This is an optimization exercise on Yosys and OpenROAD, whose aim is a short achievable clock period and few clock cycles, not a production implementation.
At most, simulation tests tie the RTL to the original design; equivalence was not proved.
Power is estimated from default activity; no workload was simulated.

// srisc_top
module srisc_top(clk, reset, sw, ledr, halt, ram_addr, ram_write, ram_din, ram_dout);
	input clk, reset;
	input [7:0] sw;
	output reg [7:0] ledr;
	output reg halt;
	output [7:0] ram_addr;
	output ram_write;
	output [15:0] ram_din;
	input [15:0] ram_dout;
	function automatic [15:0] add16(input [15:0] a, input [15:0] b, input cin);
		reg [15:0] g, p, G, P, Gn, Pn;
		integer i, d;
		begin
			g = a & b; p = a ^ b;
			G = g; P = p;
			G[0] = g[0] | (p[0] & cin);
			for (d = 1; d < 16; d = d * 2) begin
				Gn = G; Pn = P;
				for (i = d; i < 16; i = i + 1) begin
					Gn[i] = G[i] | (P[i] & G[i-d]);
					Pn[i] = P[i] & P[i-d];
				end
				G = Gn; P = Pn;
			end
			add16 = p ^ {G[14:0], cin};
		end
	endfunction
	function automatic [8:0] add9(input [8:0] a, input [8:0] b);
		reg [8:0] g, p, G, P, Gn, Pn;
		integer i, d;
		begin
			g = a & b; p = a ^ b;
			G = g; P = p;
			for (d = 1; d < 9; d = d * 2) begin
				Gn = G; Pn = P;
				for (i = d; i < 9; i = i + 1) begin
					Gn[i] = G[i] | (P[i] & G[i-d]);
					Pn[i] = P[i] & P[i-d];
  ...
Size: ~3500 cells after synthesis, about 530 flip-flops, about 31000 sq um of cells after synthesis.
==> flow/config.mk <==
export PLATFORM = sky130hd
export DESIGN_NAME = srisc_top
export DESIGN_NICKNAME = srisc_top
export VERILOG_FILES = /design/flow/design.v
export SDC_FILE = /design/flow/constraint.sdc
export NUM_CORES = 4
export LEC_CHECK = 0
export ABC_CLOCK_PERIOD_IN_PS = 1500
export CAP_MARGIN = 20
export CORE_MARGIN = 2
export CORE_UTILIZATION = 40
export SETUP_SLACK_MARGIN = 1.8
export SLEW_MARGIN = 20
==> flow/constraint.sdc <==
create_clock -name core_clock -period 5.0 [get_ports {clk}]
set_input_delay 1.0000 -clock core_clock [delete_from_list [all_inputs] [get_ports {clk}]]
set_output_delay 1.0000 -clock core_clock [all_outputs]
set_load 0.01 [all_outputs]
run.sh (not shown) runs the stock make flow with config.mk's settings and CLKGATE_MAP_FILE= SYNTH_SCRIPT=/design/flow/synth_recipe.tcl, a recipe that flattens the netlist after the stock synthesis.
The first run passed the timing, design-rule and antenna checks.
Testbench counts at the start, summed over its fixed seeds: cycles 43,063.
Change:
--- a/flow/design.v
+++ b/flow/design.v
@@ -179,21 +179,21 @@
 				rsel = rsel | ({16{oh[k]}} & Rb[k]);
 		end
 	endfunction
 	wire [7:0] seln = d_hold ? h_seln : (8'd1 << ram_dout[10:8]);
 	wire [7:0] selm = d_hold ? h_selm : (8'd1 << ram_dout[2:0]);
 	wire [7:0] seld = d_hold ? h_seld : (8'd1 << ram_dout[7:5]);
 	wire skill_d = pwi & d_v & (pai == d_pc);   
+	wire d_bx7 = is_bx & (rd == 3'd7) & ~(lw_v & (lw_rd == 3'd7)) & ~(e_v & e_wr & (e_wrd == 3'd7));
 	wire w_w7 = w_we & (w_rd == 3'd7);
-	wire d_bx7 = is_bx & (rd == 3'd7) & ~(lw_v & (lw_rd == 3'd7)) & ~(e_v & e_wr & (e_wrd == 3'd7)) & ~w_w7;
-	wire [7:0] R7b  = R[7][7:0];
-	wire [7:0] R7b1 = R[7][7:0] + 8'd1;
+	wire [7:0] R7b  = w_w7 ? w_res[7:0] : R[7][7:0];
+	wire [7:0] R7b1 = w_w7 ? w_res[7:0] + 8'd1 : R[7][7:0] + 8'd1;
 	wire e_cmpv = e_v & e_cmp;
 	wire z_now = e_cmpv ? (opA == shB) : fZ;
-	wire lt_now = e_cmpv ? ((opA[15] ^ shB[15]) ? opA[15] : (opA[14:0] < shB[14:0])) : (fN ^ fV);
+	wire lt_now = e_cmpv ? ($signed(opA) < $signed(shB)) : (fN ^ fV);
 	wire [15:0] Ir = ram_dout;
 	wire r_bcc = (Ir[15:13] == 3'b001);
 	wire r_bl  = (Ir[15:11] == 5'b01011);
 	reg d_bt;
 	always_comb begin
 		case (Ir[10:8])
 			3'b000: d_bt = 1'b1;
@@ -241,42 +241,47 @@
 			bt_t1 = bt_t1 | ({8{bt_hv[bi]}} & bt_tgt1[bi]);
 		end
 	end
 	wire bt_hit = pf_v & (|bt_hv);
 	wire sel_e = kill_e | e_redir | skill_d;
 	wire [7:0] nfa  = kill_e ? e_pc  : e_redir ? e_tsel  : d_pc;
 	wire [7:0] nfa1 = kill_e ? e_pc1 : e_redir ? e_tsel1 : d_pc1;
-	wire [7:0] nfs  = sel_e ? nfa  : pf_v ? pai : pcf;
-	wire [7:0] nfs1 = sel_e ? nfa1 : pf_v ? pcf : pcf + 8'd1;
+	wire pri = sel_e | dstall;
 	reg [7:0] nfb, nfb1;
 	reg sqb;
 	always_comb begin
 		sqb = 1'b1;
 		if (sel_e) begin
 			nfb = nfa; nfb1 = nfa1;
+		end else if (dstall) begin
+			if (pf_v) begin
+				nfb = pai; nfb1 = pcf;
+			end else begin
+				nfb = pcf; nfb1 = pcf + 8'd1; sqb = 1'b0;
+			end
 		end else if (d_redir7) begin
 			nfb = d_tgt7; nfb1 = d_tgt71;
 		end else if (bt_hit) begin
 			nfb = bt_t; nfb1 = bt_t1; sqb = 1'b0;
 		end else begin
 			nfb = pcf; nfb1 = pcf + 8'd1; sqb = 1'b0;
 		end
 	end
-	wire gate = ~sel_e & d_v;
+	wire gate = ~pri & d_v;
 	wire use_tgt = gate & ~d_btb;     
 	wire use_undo = gate & d_btb;     
 	wire [7:0] nfT  = use_tgt ? d_tgt : nfb;
 	wire [7:0] nfT1 = use_tgt ? d_tgt1 : nfb1;
 	wire [7:0] nfN  = use_undo ? d_pc1 : nfb;
 	wire [7:0] nfN1 = use_undo ? d_pc2 : nfb1;
-	wire [7:0] nf  = dstall ? nfs  : d_pt ? nfT : nfN;
-	wire [7:0] nf1 = dstall ? nfs1 : d_pt ? nfT1 : nfN1;
+	wire [7:0] nf  = d_pt ? nfT : nfN;
+	wire [7:0] nf1 = d_pt ? nfT1 : nfN1;
 	wire sqT = sqb | use_tgt;
 	wire sqN = sqb | use_undo;
-	wire squash = dstall ? (sel_e | pf_v) : d_pt ? sqT : sqN;
+	wire squash = d_pt ? sqT : sqN;
 	wire lw_we = lw_v & ~(w_we & (w_rd == lw_rd));
 	always_ff @(posedge clk) begin
 		if (w_we) R[w_rd] <= w_res;
 		if (lw_we) R[lw_rd] <= lw_data;
 		w_res <= res;
 		w_rd <= e_wrd;
 		if (ex & e_cmp) begin
@@ -370,15 +375,15 @@
 			led_w <= 1'b0;
 		end else begin
 			led_w <= ex_st;
 			pw <= ex_stram;
 			pw_n <= ~ex_stram;
 			pf_v <= ~ex_port;
 			pl_v <= ex_ld;
-			d_v <= dstall ? d_ok : d_pt ? (pf_v & ~sqT) : (pf_v & ~sqN);
+			d_v <= d_pt ? (d_wait | (pf_v & ~sqT)) : (d_wait | (pf_v & ~sqN));
 			d_hold <= d_wait;
 			lw_v <= pl_v & ~(we_e & (e_wrd == pl_rd));
 			e_v <= d_go;
 			w_we <= we_e;
 			if ((ex & e_halt) | (d_ok & ~d_hold & (Ir[15:13] == 3'b111) & ~ex_st)) halt <= 1'b1;
 		end
 	end
Result: Cell area falls by about 1.5%. Non-clock buffer count is lower by 14. Core utilization goes down by 0.67 points. Setup slack loses 0.50 ns. Sequential share of layout area climbs by 0.39 points. Combinational power climbs by about 6%. Count of clock-buffer cells in the layout went down by 3. Via count went up by 0.96%.
No functional check of the RTL was part of the second run of this note.

## run P
Another version of the RTL of srisc_top (not shown whole).
Size in the first run: roughly 3,400 cells after synthesis, roughly 60 I/O pins, roughly 29,000 um^2 of cells after synthesis.
make LEC_CHECK=0 ABC_CLOCK_PERIOD_IN_PS=1500 CAP_MARGIN=20 CORE_MARGIN=2 CORE_UTILIZATION=40 SETUP_SLACK_MARGIN=3 SLEW_MARGIN=20 finish   # period 5.0 ns
What run G does differently from run P at the input level:
--- a/flow/design.v
+++ b/flow/design.v
@@ -48,12 +48,16 @@
 			r = add9({1'b0, a}, {1'b0, b});
 			add8 = r[7:0];
 		end
 	endfunction
 	reg [7:0] pa;           
 	reg pw;                 
+	reg [7:0] pa_n;
+	reg pw_n;
+	wire [7:0] pai = ~pa_n;
+	wire pwi = ~pw_n;
 	reg [15:0] pd;          
 	reg pf_v;               
 	reg pl_v;               
 	reg [2:0] pl_rd;
 	reg pl_ram, pl_sw;
 	reg [7:0] pcf;          
@@ -97,13 +101,13 @@
 	reg e_bxd;                  
 	reg [2:0] e_cond;
 	reg [8:0] e_imm5;
 	reg w_we;
 	reg [2:0] w_rd;
 	reg [15:0] w_res;
-	wire kill_e = pw & e_v & (pa == e_pc);    
+	wire kill_e = pwi & e_v & (pai == e_pc);    
 	wire ex = e_v & ~kill_e & ~halt;
 	wire [15:0] opA = e_a;
 	wire [15:0] shB = e_b;      
 	wire [15:0] opC = e_c;
 	wire [15:0] stdata = e_c;   
 	wire [15:0] sum = add16(opA, shB, 1'b0);
@@ -169,13 +173,13 @@
 		begin
 			rsel = 16'd0;
 			for (k = 0; k < 8; k = k + 1)
 				rsel = rsel | ({16{idx == k}} & Rb[k]);
 		end
 	endfunction
-	wire skill_d = pw & d_v & (pa == d_pc);   
+	wire skill_d = pwi & d_v & (pai == d_pc);   
 	wire d_bx7 = is_bx & (rd == 3'd7) & ~(lw_v & (lw_rd == 3'd7));
 	wire [15:0] R7b = (e_early & (e_wrd == 3'd7)) ? ee : (w_we & (w_rd == 3'd7)) ? w_res : R[7];
 	wire e_cmpv = e_v & e_cmp;
 	wire z_now = e_cmpv ? (e_a == e_b) : fZ;
 	wire lt_now = e_cmpv ? ($signed(e_a) < $signed(e_b)) : (fN ^ fV);
 	wire [15:0] Ir = ram_dout;
@@ -220,13 +224,13 @@
 	reg [NBT-1:0] bt_hv;
 	reg [7:0] bt_t, bt_t1;
 	integer bi;
 	always_comb begin
 		bt_t = 8'd0; bt_t1 = 8'd0;
 		for (bi = 0; bi < NBT; bi = bi + 1) begin
-			bt_hv[bi] = bt_v[bi] & (bt_tag[bi] == pa);
+			bt_hv[bi] = bt_v[bi] & (bt_tag[bi] == pai);
 			bt_t = bt_t | ({8{bt_hv[bi]}} & bt_tgt[bi]);
 			bt_t1 = bt_t1 | ({8{bt_hv[bi]}} & bt_tgt1[bi]);
 		end
 	end
 	wire bt_hit = pf_v & (|bt_hv);
 	wire sel_e = kill_e | e_redir | skill_d;
@@ -238,13 +242,13 @@
 	always_comb begin
 		sqb = 1'b1;
 		if (sel_e) begin
 			nfb = nfa; nfb1 = nfa1;
 		end else if (dstall) begin
 			if (pf_v) begin
-				nfb = pa; nfb1 = pcf;
+				nfb = pai; nfb1 = pcf;
 			end else begin
 				nfb = pcf; nfb1 = pcf + 8'd1; sqb = 1'b0;
 			end
 		end else if (d_redir7) begin
 			nfb = d_tgt7; nfb1 = d_tgt71;
 		end else if (bt_hit) begin
@@ -280,31 +284,33 @@
 		pd <= stdata;
 		pl_rd <= e_wrd;
 		pl_ram <= ~addr9[8];
 		pl_sw <= (addr9 == 9'h140);
 		if (ex_port) begin
 			pa <= addr9[7:0];
+			pa_n <= ~addr9[7:0];
 			pcf <= nf;
 		end else begin
 			pa <= nf;
+			pa_n <= ~nf;
 			pcf <= nf1;
 		end
 		for (bi = 0; bi < NBT; bi = bi + 1)
-			if (pw & (bt_tag[bi] == pa)) bt_v[bi] <= 1'b0;
+			if (pwi & (bt_tag[bi] == pai)) bt_v[bi] <= 1'b0;
 		if (ex & e_ins) begin
 			bt_v[bt_ptr] <= 1'b1;
 			bt_tag[bt_ptr] <= e_pc;
 			bt_tgt[bt_ptr] <= e_tgt;
 			bt_tgt1[bt_ptr] <= e_tgt1;
 			bt_ptr <= bt_ptr + 2'd1;
 		end
 		hold_ir <= I;
 		d_btbr <= bt_hit & ~squash;
-		d_pcr <= pa;
-		d_pc1r <= pa + 8'd1;
-		d_pc2r <= pa + 8'd2;
+		d_pcr <= pai;
+		d_pc1r <= pai + 8'd1;
+		d_pc2r <= pai + 8'd2;
 		h_btb <= d_btb;
 		h_pc <= d_pc;
 		h_pc1 <= d_pc1;
 		h_pc2 <= d_pc2;
 		lw_rd <= pl_rd;
 		lw_ram <= pl_ram;
@@ -333,28 +339,31 @@
 		e_rd7 <= is_blx & (rd == 3'd7);
 		e_bxd <= d_bx7 & ~d_btb;
 		e_cond <= rn;
 		e_imm5 <= {{4{I[4]}}, I[4:0]};
 		if (reset) begin
 			pa <= 8'd0;
+			pa_n <= 8'hff;
 			pcf <= 8'd1;
 			bt_v <= {NBT{1'b0}};
 			bt_ptr <= 2'd0;
 			pw <= 1'b0;
+			pw_n <= 1'b1;
 			pf_v <= 1'b1;
 			pl_v <= 1'b0;
 			d_v <= 1'b0;
 			d_hold <= 1'b0;
 			lw_v <= 1'b0;
 			e_v <= 1'b0;
 			w_we <= 1'b0;
 			halt <= 1'b0;
 			led_w <= 1'b0;
 		end else begin
 			led_w <= ex_st;
 			pw <= ex_stram;
+			pw_n <= ~ex_stram;
 			pf_v <= ~ex_port;
 			pl_v <= ex_ld;
 			d_v <= d_wait | (pf_v & ~squash);
 			d_hold <= d_wait;
 			lw_v <= pl_v & ~(we_e & (e_wrd == pl_rd));
 			e_v <= d_go;
==> summary.txt <==
Run P and run G ended up with nearly the same final antenna-violating net count.
Run G does better than run P on wire length.
Insertion delay to the later sink of the worst-skew pair, run P and run G: smaller value in run G
Status: register clock-pin slew on the reported worst setup and hold paths parity (run G, run P)
| area added between synthesis and finish | run G vs run P | 2.4 points lower |
Any difference in hold slack between run P and run G is small enough to ignore.
Of run P and run G, the run reporting the lower share of the cycle needed by the critical path after routing was run P.
Going from run P to run G, combinational power shrank by a little under 10%.
Compared with run P, in run G layout sequential cell count saw an increase, non-clock buffer count shrank by 7.0%.
Logic depth of the worst setup path including buffers in run G vs run P: down 4
Of run P and run G, the lower maximum frequency belongs to run G.
Between run P and run G, the flow reports number of multi-input logic gates increasing by a few percent.
[run G vs run P] area of the die: higher in run G
No functional check of the RTL was part of any run of this note.

-- re-timing with driven ports --
In the flow no input, the clock included, has a driving cell. The finished layouts below were timed again as built, in two steps.
Step 1 (the two cells are an assumption about what drives the block):
set clk [get_ports {clk}]
set_driving_cell -lib_cell sky130_fd_sc_hd__clkbuf_16 $clk
set_driving_cell -lib_cell sky130_fd_sc_hd__buf_2 [delete_from_list [all_inputs] $clk]
Step 2 adds t to the input delays and takes it off the output delays; t is the mean of the earliest and latest rising clock arrival at the registers after step 1. Input paths then give back, and output paths get back, about the clock's delay inside the block.
Slacks: ideal ports / drivers / drivers and shift; pairs: ideal ports / drivers.
run | shift t [ns] | slack for setup (ns) | worst register clock-pin slew, ns | worst slew at a driven data input, ns | cell pins on the clock port's net
the first run of note 1 | 0.715 | 1.519 / 1.558 / 0.843 | 0.07 / 0.07 | 0.10 | 1
the second run of note 1 | 0.714 | 1.016 / 1.016 / 0.818 | 0.08 / 0.08 | 0.13 | 1
run P | 0.733 | 1.690 / 1.690 / 1.036 | 0.07 / 0.07 | 0.11 | 1
run G | 0.691 | 1.487 / 1.487 / 0.857 | 0.07 / 0.07 | 0.17 | 1
After both steps every run listed still meets setup and hold. For the first run of note 1, which loses most, drivers alone change the setup slack by +0.039 ns; drivers and shift together by -0.676 ns.
